This design comes from an exercise in tuning for small area on the open sky130 flow, not from production work.
Function was checked by simulation only, so behaviour that the tests miss may differ from the original.

run 1:
Design eth_rx, start of the top module:
module eth_rx (
    input wire i_clk,
    input wire i_reset,
    input wire [31:0] i_xver_rx_data,
    output logic [31:0] m00_axis_tdata,
    output logic [3:0] m00_axis_tkeep,
    output logic m00_axis_tvalid,
    output logic m00_axis_tlast,
    output logic m00_axis_tuser
);
Size in the first run: roughly 300 flip-flops, about 73 I/O pins, about 16000 µm² of cells after synthesis.
clock: 6.5 ns
lec_check: 0
cap_margin: 0
core_margin: 2
core_utilization: 40
cts_buf_list: sky130_fd_sc_hd__clkbuf_8
cts_cluster_diameter: 60
cts_cluster_size: 20
gpl_timing_driven: 0
slew_margin: 0
standard.sh (not shown) runs the stock make flow with config.mk's settings and CLKGATE_MAP_FILE= SYNTH_SCRIPT=/design/flow/synth_recipe.tcl, a recipe that flattens the netlist after the stock synthesis.
==> flow/flow/run.sh <==
#!/bin/bash
# Layout flow: the standard flow (standard.sh, the ORFS make targets), with
#  - ABC run with an area-oriented mapping script (flow/abc_speed.script:
#    choice-based structural rewriting and area-recovering mapping, no
#    buffering/upsizing; the repair steps after placement fix any timing);
#    everything else in synthesis is the standard one, so the registers
#    are the standard synthesis's;
#  - CTS without dummy load cells;
#  - the smallest buffer on every input and output port.
# Each tool's log is in orfs/logs/; this script's own output is in flow.log.
set -euo pipefail
W=$(pwd)
{
  echo "copying ORFS scripts to $W/scripts_mod"
  rm -rf "$W/scripts_mod"
  cp -r "$FLOW_HOME/scripts" "$W/scripts_mod"
  cp "$W/flow/abc_speed.script" "$W/scripts_mod/abc_speed.script"
  bash "$W/standard.sh" \
    "SCRIPTS_DIR=$W/scripts_mod" \
    "CTS_ARGS=-sink_clustering_enable -repair_clock_nets -dont_use_dummy_load -buf_list sky130_fd_sc_hd__clkbuf_8 -sink_clustering_size 20 -sink_clustering_max_diameter 60" \
    "BUFFER_PORTS_ARGS=-buffer_cell sky130_fd_sc_hd__buf_1" \
    finish
} > "$W/flow.log" 2>&1
==> flow/flow/abc_speed.script <==
&get -n
&st
&dch -f
&nf -R 1000
&st
&dch -f
&nf -R 1000
&st
&dch -f
&nf -R 1000
&st
&dch -f
&nf -R 1000
&put
strash
dch -f
amap -m
topo
stime -c
dnsize -c
Here is what was changed in the inputs of run 2 compared with run 1.
Settings: GPL_TIMING_DRIVEN removed (was 0).
==> flow/flow/abc_speed.script <==
&get -n
&st
&dch -f
&nf -R 1000
&st
&dch -f
&nf -R 1000
&st
&dch -f
&nf -R 1000
&st
&dch -f
&nf -R 1000
&put
topo
stime -c
dnsize -c
[summary]
Delta(sum of buffers and inverters on the critical path, run 2 - run 1) < 0
Run 2 vs run 1, initial standard-cell utilization of the core went down by 0.35 points.
Simple-gate portion of the synthesized area was lower in run 1 than in run 2.
Run 2: count of multi-input combinational gates 1.3% below run 1
Diff run 1 -> run 2 | number of library cell types mapped by synthesis | increase of 9
| share of the clock period used by the worst path | run 2 vs run 1 | 17 points lower |
From run 1 to run 2 the numbers moved as follows: achievable clock frequency higher; smallest setup slack after layout higher; number of placed instances, taps included lower.
Post-route minimum period: run 2 lower than run 1
diff inputs: run 2 => run 3
Settings: putting GPL_TIMING_DRIVEN at 0 where nothing was set.
==> flow/flow/run.sh <==
#!/bin/bash
# Layout flow: the standard flow (standard.sh, the ORFS make targets), with
#  - ABC run with an area-oriented script (flow/abc_speed.script): AIG
#    resynthesis (&deepsyn), choice-based rewriting with area-recovering
#    mapping (&dch/&nf), then area-only standard-cell mapping (amap); no
#    buffering/upsizing in ABC, the repair steps after placement fix timing.
#    Everything else in synthesis is the standard one, so the registers are
#    the standard synthesis's;
#  - CTS without dummy load cells;
#  - the smallest buffer on every input and output port.
# Each tool's log is in orfs/logs/; this script's own output is in flow.log.
set -euo pipefail
W=$(pwd)
{
  echo "copying ORFS scripts to $W/scripts_mod"
  rm -rf "$W/scripts_mod"
  cp -r "$FLOW_HOME/scripts" "$W/scripts_mod"
  cp "$W/flow/abc_speed.script" "$W/scripts_mod/abc_speed.script"
  bash "$W/standard.sh" \
    "SCRIPTS_DIR=$W/scripts_mod" \
    "CTS_ARGS=-sink_clustering_enable -repair_clock_nets -dont_use_dummy_load -buf_list sky130_fd_sc_hd__clkbuf_16 -sink_clustering_size 40 -sink_clustering_max_diameter 80" \
    "BUFFER_PORTS_ARGS=-buffer_cell sky130_fd_sc_hd__buf_1" \
    finish
} > "$W/flow.log" 2>&1
==> flow/flow/abc_speed.script <==
&get -n
&st
&deepsyn -T 60
&dch -f
&nf -R 1000
&st
&dch -f
&nf -R 1000
&st
&dch -f
&nf -R 1000
&st
&dch -f
&nf -R 1000
&put
strash
dch -f
amap -m
topo
stime -c
dnsize -c
==> comparison <==
Run 3 went all the way through synthesis, placement and routing and the layout is clean on timing, DRC and antenna.
Diff run 2 -> run 3: maximum number of pins on one net before global-route repair moved down; final critical-path setup slack has decreased; final cell count increased 160.
Startpoint of the most critical setup path: u_rx.prev_full$_DFFE_PP_ -> run 3, u_rx_gearbox.half_slip$_SDFFE_PP0N_ -> run 2
~same adder-cell share of the synthesized area in run 2 and run 3
Taking run 2 as the reference, in run 3 number of antenna violations at the first check in global routing saw an increase; layout cell share with drive strength beyond 1 fell by 2.1 points; mean area per synthesized cell has decreased; routed wire length saw an increase.

what the ideal ports hide:
How much do the figures lean on ideal ports? The routed layouts below were timed once more, with nothing changed but the port constraints. Step 1: set_driving_cell puts a clkbuf_16 on i_clk and a buf_2 on each other input, an assumption about the parent block. Step 2 adds t to the input delays and takes it off the output delays; t is the mean of the earliest and latest rising clock arrival at the registers after step 1. Input paths then give back, and output paths get back, about the clock's delay inside the block. a / b / c = ideal / step 1 / step 2; a / b = the first two.
| run | shift t [ns] | setup WS [ns] | worst slew at a driven data input, ns |
|---|---|---|---|
| run 1 | 0.634 | 0.614 / 0.614 / 0.614 | 0.03 |
| run 2 | 0.654 | 1.710 / 1.710 / 1.710 | 0.04 |
| run 3 | 0.570 | 0.407 / 0.407 / 0.407 | 0.04 |
After both steps every run listed still meets setup and hold.
